Source: an optimization exercise on an open RTL-to-GDS flow (aim: small area, a short achievable clock period and few clock cycles). Production flows keep margins and buffers that such runs may drop.
Only simulation tests tie the RTL to the original design; equivalence was not proved.
Power figures rest on the tool's default switching activity, not on a simulated workload.

## flow/config.mk

```make
export PLATFORM = sky130hd
export DESIGN_NAME = ARM
export DESIGN_NICKNAME = ARM
export VERILOG_FILES = /design/flow/design.v
export SDC_FILE = /design/flow/constraint.sdc
export NUM_CORES = 4
export LEC_CHECK = 0
export CAP_MARGIN = 20
export CORE_MARGIN = 2
export CORE_UTILIZATION = 40
export SETUP_SLACK_MARGIN = 0.5
export SLEW_MARGIN = 20
```

## flow/constraint.sdc

```tcl
create_clock -name core_clock -period 18.0 [get_ports {clk}]
set_input_delay 3.6000 -clock core_clock [delete_from_list [all_inputs] [get_ports {clk}]]
set_output_delay 3.6000 -clock core_clock [all_outputs]
set_load 0.01 [all_outputs]
```

## flow/design.v

```verilog
module ARM(
	input clk,
	input rst,
	output [31:0] imem_addr,
	input  [31:0] imem_rdata,
	output [31:0] dmem_addr,
	output [31:0] dmem_wdata,
	output dmem_we,
	output dmem_re,
	input  [63:0] dmem_rdata,
	input  dmem_ready,
	output reg wb_en,
	output reg [3:0] wb_dest,
	output reg [31:0] wb_value
);
	reg [31:0] pc;
	reg [31:0] ir;
	reg ir_v;
	reg [4:0] rot_n;
	reg sh_lsl, sh_lsr;
	wire stall;
	wire mispredict;
	wire [31:0] pc_inc = pc + 32'd4;
	wire pred_if = (imem_rdata[27:26] == 2'b10) & (imem_rdata[31:28] != 4'hF);
	wire [31:0] pred_target = pc_inc + {{6{imem_rdata[23]}}, imem_rdata[23:0], 2'b00};
	wire [31:0] recover = pc - {{6{ir[23]}}, ir[23:0], 2'b00};
	assign imem_addr = pc;
	wire [4:0] sh_n_if = imem_rdata[25] ? {imem_rdata[11:8], 1'b0} : imem_rdata[11:7];
	wire lsl_if = ~imem_rdata[25] & (imem_rdata[6:5] == 2'b00);
	wire lsr_if = ~imem_rdata[25] & (imem_rdata[6] ^ imem_rdata[5]);
	always @(posedge clk or posedge rst)
		if (rst) begin
			pc <= 32'd0;
			ir_v <= 1'b0;
		end else if (!stall) begin
			pc <= mispredict ? recover : (pred_if ? pred_target : pc_inc);
			ir_v <= ~mispredict;
		end
	always @(posedge clk)
		if (!stall) begin
			ir <= imem_rdata;
			rot_n <= lsl_if ? (5'd0 - sh_n_if) : sh_n_if;
			sh_lsl <= lsl_if;
			sh_lsr <= lsr_if;
		end
	wire [3:0] cond = ir[31:28];
	wire [1:0] mode = ir[27:26];
	wire       imm  = ir[25];
	wire [3:0] opc  = ir[24:21];
	wire       s    = ir[20];
	wire [3:0] rn   = ir[19:16];
	wire [3:0] rd   = ir[15:12];
	wire is_dp  = (mode == 2'b00);
	wire is_mem = (mode == 2'b01);
	wire is_br  = (mode == 2'b10);
	wire is_ldr = is_mem & s;
	wire is_str = is_mem & ~s;
	wire op_and = (opc == 4'b0000);
	wire op_eor = (opc == 4'b0001);
	wire op_sub = (opc == 4'b0010);
	wire op_add = (opc == 4'b0100);
	wire op_adc = (opc == 4'b0101);
	wire op_sbc = (opc == 4'b0110);
	wire op_tst = (opc == 4'b1000);
	wire op_cmp = (opc == 4'b1010);
	wire op_orr = (opc == 4'b1100);
	wire op_mov = (opc == 4'b1101);
	wire op_mvn = (opc == 4'b1111);
	wire op_valid = op_and | op_eor | op_sub | op_add | op_adc | op_sbc |
	                op_tst | op_cmp | op_orr | op_mov | op_mvn;
	reg [3:0] flags;
	wire fz = flags[3], fc = flags[2], fn = flags[1], fv = flags[0];
	reg cpass;
	always @(*) begin
		case (cond)
			4'h0: cpass = fz;
			4'h1: cpass = ~fz;
			4'h2: cpass = fc;
			4'h3: cpass = ~fc;
			4'h4: cpass = fn;
			4'h5: cpass = ~fn;
			4'h6: cpass = fv;
			4'h7: cpass = ~fv;
			4'h8: cpass = fc & ~fz;
			4'h9: cpass = ~fc | fz;
			4'hA: cpass = ~(fn ^ fv);
			4'hB: cpass = fn ^ fv;
			4'hC: cpass = ~fz & ~(fn ^ fv);
			4'hD: cpass = fz | ~fv;
			4'hE: cpass = 1'b1;
			default: cpass = 1'b0;
		endcase
	end
	wire ok = ir_v & cpass;
	reg [31:0] rf [0:15];
	reg [15:0] rw;
	wire        rf_we;
	wire [31:0] rf_wd;
	always @(posedge clk)
		if (rf_we) rf[rd] <= rf_wd;
	always @(posedge clk or posedge rst)
		if (rst) rw <= 16'd0;
		else if (rf_we) rw[rd] <= 1'b1;
	wire [3:0] fi_rn  = imem_rdata[19:16];
	wire [3:0] fi_ra2 = (imem_rdata[27:26] == 2'b01) ? imem_rdata[15:12] : imem_rdata[3:0];
	wire [15:0] oh_a = 16'd1 << fi_rn;
	wire [15:0] oh_m = 16'd1 << fi_ra2;
	reg [31:0] rd_a, rd_m;
	integer i;
	always @(*) begin
		rd_a = 32'd0;
		rd_m = 32'd0;
		for (i = 0; i < 16; i = i + 1) begin
			rd_a = rd_a | ({32{oh_a[i]}} & rf[i]);
			rd_m = rd_m | ({32{oh_m[i]}} & rf[i]);
		end
	end
	wire wr_a = |(oh_a & rw);
	wire wr_m = |(oh_m & rw);
	wire [31:0] fi_a = (rf_we & (rd == fi_rn))  ? rf_wd : wr_a ? rd_a : {28'd0, fi_rn};
	wire [31:0] fi_m = (rf_we & (rd == fi_ra2)) ? rf_wd : wr_m ? rd_m : {28'd0, fi_ra2};
	reg [31:0] a, rmv;
	always @(posedge clk)
		if (!stall) begin
			a <= fi_a;
			rmv <= fi_m;
		end
	wire [4:0] sh_n = ir[11:7];
	wire [31:0] rot_in = imm ? {24'd0, ir[7:0]} : rmv;
	wire [31:0] r0 = rot_n[0] ? {rot_in[0], rot_in[31:1]} : rot_in;
	wire [31:0] r1 = rot_n[1] ? {r0[1:0], r0[31:2]} : r0;
	wire [31:0] r2 = rot_n[2] ? {r1[3:0], r1[31:4]} : r1;
	wire [31:0] r3 = rot_n[3] ? {r2[7:0], r2[31:8]} : r2;
	wire [31:0] r4 = rot_n[4] ? {r3[15:0], r3[31:16]} : r3;
	wire [31:0] sh_mask = sh_lsl ? (32'hFFFFFFFF << sh_n) :
	                      sh_lsr ? (32'hFFFFFFFF >> sh_n) : 32'hFFFFFFFF;
	wire [31:0] b = is_mem ? {{20{ir[11]}}, ir[11:0]} :
	                (~imm & ir[4]) ? 32'd0 : (r4 & sh_mask);
	wire arith = is_mem | (is_dp & (op_add | op_adc | op_sub | op_sbc | op_cmp));
	wire inv   = is_dp & (op_sub | op_sbc | op_cmp);
	wire cin   = is_dp & ((op_adc | op_sbc) ? fn : (op_sub | op_cmp));
	wire [31:0] bx = inv ? ~b : b;
	wire [32:0] sum = {1'b0, a} + {1'b0, bx} + {32'd0, cin};
	wire a32 = is_dp & op_cmp & a[31];
	wire b32 = inv & ~(op_cmp & b[31]);
	wire cout_ar = a32 ^ b32 ^ sum[32];
	wire v_ar = ((a[31] ~^ bx[31]) ^ (is_dp & op_sbc)) & (sum[31] ^ a[31]);
	reg [31:0] logic_res;
	always @(*) begin
		case (opc[3:2])
			2'b00:   logic_res = op_eor ? (a ^ b) : (a & b);    
			2'b10:   logic_res = a & b;                         
			default: logic_res = opc[1] ? ~b : (opc[0] ? b : (a | b));  
		endcase
	end
	wire [31:0] res = arith ? sum[31:0] : logic_res;
	wire [31:0] zp = a ^ bx;
	wire [31:0] zt = {a[30:0] | bx[30:0], cin};
	wire z_sum = &(zp ~^ zt);
	wire z_logic = (logic_res == 32'd0);
	wire [3:0] new_flags = {arith ? z_sum : z_logic, arith & cout_ar, res[31], arith & v_ar};
	reg busy, m_we;
	reg [31:0] m_addr, m_wdata;
	wire [31:0] addr_c = a + {{20{ir[11]}}, ir[11:0]};
	wire do_ldr = ok & is_ldr;
	wire do_str = ok & is_str;
	localparam LB = 2;
	reg [LB-1:0] lb_v;
	reg [8:0]  lb_tag [0:LB-1];
	reg [31:0] lb_d   [0:LB-1];
	reg lb_ptr;
	reg [LB-1:0] lb_hit;
	reg [31:0] hit_word;
	integer j;
	always @(*) begin
		hit_word = 32'd0;
		for (j = 0; j < LB; j = j + 1) begin
			lb_hit[j] = lb_v[j] & (lb_tag[j] == addr_c[10:2]);
			hit_word = hit_word | ({32{lb_hit[j]}} & lb_d[j]);
		end
	end
	wire hit = |lb_hit;
	wire ld_bus = do_ldr & ~hit;
	reg ld_wait;
	wire bus_free = ~busy | dmem_ready;
	wire ld_done = ld_wait & dmem_ready;
	wire ld_fill = ld_done;
	wire issue = (do_str | (ld_bus & ~ld_wait)) & bus_free;
	assign stall = (do_str & ~bus_free) | (ld_bus & ~ld_done);
	always @(posedge clk or posedge rst)
		if (rst) begin
			busy <= 1'b0;
			ld_wait <= 1'b0;
		end else begin
			if (issue) busy <= 1'b1;
			else if (dmem_ready) busy <= 1'b0;
			if (ld_bus & ~ld_wait & bus_free) ld_wait <= 1'b1;
			else if (dmem_ready) ld_wait <= 1'b0;
		end
	always @(posedge clk)
		if (issue) begin
			m_we <= is_str;
			m_addr <= addr_c;
			m_wdata <= rmv;
		end
	always @(posedge clk or posedge rst)
		if (rst) begin
			lb_v <= {LB{1'b0}};
			lb_ptr <= 1'b0;
		end else if (do_str & bus_free) begin
			lb_v <= lb_v & ~lb_hit;
		end else if (ld_fill) begin
			lb_v[lb_ptr] <= 1'b1;
			lb_ptr <= ~lb_ptr;
		end
	always @(posedge clk)
		for (j = 0; j < LB; j = j + 1) begin
			if (ld_fill & (lb_ptr == j)) begin
				lb_tag[j] <= addr_c[10:2];
				lb_d[j] <= m_addr[2] ? dmem_rdata[63:32] : dmem_rdata[31:0];
			end
		end
	assign dmem_addr = m_addr;
	assign dmem_wdata = m_wdata;
	assign dmem_we = busy & m_we;
	assign dmem_re = busy & ~m_we;
	wire [31:0] ld_word = hit ? hit_word : (m_addr[2] ? dmem_rdata[63:32] : dmem_rdata[31:0]);
	wire dp_we = ok & is_dp & op_valid & ~op_cmp & ~op_tst;
	assign rf_we = dp_we | (do_ldr & (hit | ld_done));
	assign rf_wd = is_mem ? ld_word : res;
	wire flags_we = ~stall & ok & ((is_dp & op_valid & (s | op_cmp | op_tst)) | is_ldr);
	always @(posedge clk or posedge rst)
		if (rst) flags <= 4'd0;
		else if (flags_we) flags <= new_flags;
	assign mispredict = ir_v & is_br & (cond != 4'hF) & ~cpass;
	always @(posedge clk or posedge rst)
		if (rst) wb_en <= 1'b0;
		else wb_en <= rf_we;
	always @(posedge clk) begin
		wb_dest <= rd;
		wb_value <= rf_wd;
	end
endmodule
```

## flow/flow/run.sh

```bash
#!/bin/bash
set -euo pipefail
bash standard.sh finish SETUP_SLACK_MARGIN=12.25 CORE_UTILIZATION=65 PLACE_DENSITY=0.78 \
  "BUFFER_PORTS_ARGS=-buffer_cell sky130_fd_sc_hd__buf_1" \
  > standard_flow.log 2>&1
```

## flow/standard.sh

```bash
#!/bin/bash
# synth_recipe.tcl (not shown) runs the flow's synth.tcl, then flattens the netlist and writes it again
# the make line also repeats each setting of config.mk as NAME=value (left out here)
make -C /OpenROAD-flow-scripts/flow DESIGN_CONFIG=/design/flow/config.mk WORK_HOME=/design/flow/orfs CLKGATE_MAP_FILE= SYNTH_SCRIPT=/design/flow/synth_recipe.tcl "${@:-finish}"
```

==> flow_metrics.env <==
export IMPL_first_pass_iters=12
export IMPL_area_delta_synth_final_pct=18.4
export IMPL_vdd_drop_max_uv=98.3
export IMPL_grt_antenna_before_repair=16
export IMPL_synth_area_sq_um=49800
export IMPL_hp_start="pc[31]"
export IMPL_dp_final_hpwl_mm=121
export IMPL_slew_headroom_pct=17.7
export IMPL_avgRoutedWirePerCell_microns=33.9
export IMPL_num_rows=101
export IMPL_drive_above_1_share_pct=17.9
export IMPL_worstPathRequired_ns=18.49
export IMPL_critPathLaunch="imem_rdata[27]"
export IMPL_static_leakage_power_nw=21.7
export IMPL_ys_types=103
export IMPL_ctsHoldBuffers=0
export IMPL_hold_viol_final=0
export IMPL_arrival_ns=6.50
export IMPL_postLayoutCoreUtil_pct=77.7
export IMPL_timing_hold_ws_ns=0.484
export IMPL_clock_latency_ns=0.71
export IMPL_yosysSeqAreaShare_pct=50.2
export IMPL_critPathCapture="rmv[10]"
export IMPL_die_area_sq_um=78900
export IMPL_netlist_instances=4542
export IMPL_clock_sinks=855
export IMPL_finalWorstSetupSlack_ns=11.99
export IMPL_cts_buffers=87
export IMPL_powerDensity_nw_per_um2=136
export IMPL_end_kind="flip-flop"
export IMPL_cts_reportedPaths_clkPinSlew_ns=0.06
export IMPL_yosysTopAreaCellShare_pct=45.9
export IMPL_final_cell_mix="edfxtp_1, nand2_1, a21oi_1"
export IMPL_track_usage_pct=49.3
export IMPL_ctsHtreeMaxLevel=3
export IMPL_wl_mm=204
export IMPL_grt_max_degree=79
export IMPL_critPathMaxFanout=9
export IMPL_drv_cap=0
export IMPL_rsz0062_at_grt="true"
export IMPL_worstMarginPinSlew_ns=1.23
export IMPL_ios=234
export IMPL_r2r_start="a[1]"
export IMPL_fp_dieW_microns=281
export IMPL_post_route_period_util_pct=33.4
export IMPL_reg2reg_depth=14
export IMPL_hold_path_class="reg2reg"
export IMPL_clock_path_buffers=3
export IMPL_via_count=45900
export IMPL_drv_slew=0
export IMPL_synth_edf_count=762
export IMPL_die_h_microns=281
export IMPL_place_ws_ns=10.16
export IMPL_ys_seq_elements=855
export IMPL_r2r_slack_ns=12.22
export IMPL_syn_avg_cell_area_sq_um=11.0
export IMPL_grt_pass1_vias=41800
export IMPL_path_class="in2reg"
export IMPL_synth_area_top_cells="edfxtp_1, ha_1, a21oi_1"
export IMPL_synth_ff_type="edfxtp_1"
export IMPL_ant_nets=0
export IMPL_mostFrequentLayoutCell="edfxtp_1"
export IMPL_r2r_end="rf[4][24]"
export IMPL_max_clock_freq_ghz=0.166
export IMPL_nNetsFinal=5228
export IMPL_ctsRootBufferMaster="clkbuf_16"
export IMPL_async_flop_share_pct=6.67
export IMPL_critPathLaunchType="primary input"
export IMPL_drc_errors=0
export IMPL_grt_pass1_wl_mm=281
export IMPL_tns_ns=0
export IMPL_fin_area_sq_um=59000
export IMPL_outcome="no timing/DRC/antenna violations"
export IMPL_yosysWarnings=3
export IMPL_cts_tree="yes"
export IMPL_synth_top_area_cell="edfxtp_1"
export IMPL_io_buffers=231
export IMPL_setup_violations=0
export IMPL_core_region_area_sq_um=75900
export IMPL_vias_per_cell=7.64
export IMPL_placed_cell_area_sq_um=52000
export IMPL_fin_crit_ns=6.01
export IMPL_fillers=4825
export IMPL_grt_ovfl_total=0
export IMPL_drtIter0Drc=9521
export IMPL_start_util_pct=65.6
export IMPL_place_congestion=1.03
export IMPL_skew_ns=0.0544
cell usage after synthesis (13+ instances only):
master and count:
nand4_1 63, nor3_1 54, o22a_1 13, a31oi_1 47
buf_2 15, inv_1 199, clkbuf_1 228, o211ai_1 30
nor2b_1 26, mux2i_1 85, a31o_2 24, edfxtp_1 762
a22oi_1 210, nor2_1 251, a22o_1 131, nor4_1 17
a211oi_1 50, nand3_1 108, o22ai_1 32, and3_1 56
o31ai_1 17, buf_1 25, and2_1 25, xnor2_1 123
dfrtp_1 57, o21bai_1 18, mux2_2 57, o21a_1 27
dfxtp_1 36, a21o_1 66, nand2b_1 28, a21oi_1 365
xor2_1 88, ha_1 224, a221oi_1 138, mux4_2 39
o21ai_0 189, nand2_1 369
where the power goes:
group / internal, mW / switching (mW) / total [mW]
registers: 2.52 / 0.298 / 2.82
logic: 1.24 / 1.98 / 3.23
clock network: 1.15 / 0.839 / 1.99
layout make-up:
type,count,area [sq um],share of cell area [%]
Sequential cell,855,25000,42.4
Multi-Input combinational cell,3209,24600,41.7
Timing Repair Buffer,539,4080,6.92
Clock buffer,124,2460,4.17
Tap cell,1030,1290,2.18
Inverter,205,815,1.38
Clock inverter,40,697,1.18
Antenna cell,9,22.5,0.0382
Timing Repair inverter,3,20.0,0.0339
timing repair:
| item | 4_1_cts | 5_1_grt |
|---|---|---|
| gates cloned | 17 | 6 |
| resized for setup | 168 | 237 |
| pin swaps | 33 | 41 |
| setup endpoints to repair | 1115 | 775 |
| setup buffers | 101 | 101 |
cells by family after synthesis:
group / Yosys count / share of synthesized area (%)
AO/OA/AOI/OAI: 1503 / 21.0
multiplexers: 184 / 4.83
XOR/XNOR: 222 / 4.21
adder cells (fa/ha/maj): 229 / 5.83
other: 1 / 0.00753
flip-flops: 855 / 50.2
AND/OR/NAND/NOR: 1062 / 10.0
buffers and inverters: 486 / 3.92
registers in the layout (all words and copies together) (netlist names), 32 cells and up:
name      cells
lb_d         64
ir           32
m_addr       32
a            32
wb_value     32
m_wdata      32
rf          512
rmv          32
worst min path at each step:
| stage | to | slack [ns] | cells past startpoint |
|---|---|---|---|
| after global routing | pc[31] | 0.51 | 1 |
| final | pc[31] | 0.48 | 1 |
| after floorplan | wb_dest[3] | 0.35 | 0 |
| after detailed placement | pc[31] | 0.47 | 1 |
| after global placement | pc[31] | 0.46 | 1 |
| after CTS | pc[31] | 0.48 | 1 |
metal layers:
layer | global-route usage [%] | share of wire (%) | vias to the layer above
met1 | 60.1 | 32 | 21400
met2 | 72.1 | 42 | 4688
li1 | - | - | 18300
met4 | 35.6 | 9.5 | 14
met5 | 0 | 0.087 | -
met3 | 18.3 | 16 | 1489
per-stage QoR:
stage / std cells / power, mW
floorplan: 4543 / 4.59
global placement: 5616 / 5.46
detailed placement: 5616 / 5.50
CTS: 5898 / 7.62
global route: 6005 / 8.26
finish: 6014 / 8.04
critical path, cell delays in order:
cell and delay (ns):
buf_6 0.10, nand2b_4 0.24, mux2i_4 0.27, buf_12 0.16
buf_4 0.14, or3_4 0.49, a21oi_1 0.29, a21oi_2 0.05
nand4_1 0.15, buf_6 0.14, buf_4 0.18, or2_4 0.34
nand3_1 0.14, o21ai_0 0.17
Testbench counts, summed over its fixed seeds: cycles 112,813.

==> what the ideal ports hide <==
The results above use ideal ports. As a check the final layout listed here was re-extracted and re-timed, cells and wires unchanged.
Step 1: set_driving_cell puts a clkbuf_16 on clk and a buf_2 on each other input, an assumption about the parent block.
Step 2 times the ports against the registers' clock, not the clock port: input delays grow and output delays shrink by t, the midpoint of the rising clock arrivals with the driver on.
a / b / c = ideal ports / drivers / drivers and shift; a / b = the first two.
t, ns: 0.758
slack for setup (ns): 11.991 / 12.020 / 11.261
worst hold slack (ns): 0.484 / 0.484 / 0.484
worst slew at a driven data input, ns: 0.06
cell pins on the clock port's net: 1
After both steps setup and hold are still met in this run. The setup slack of this run moves by +0.029 ns with the drivers and by -0.730 ns with both steps.
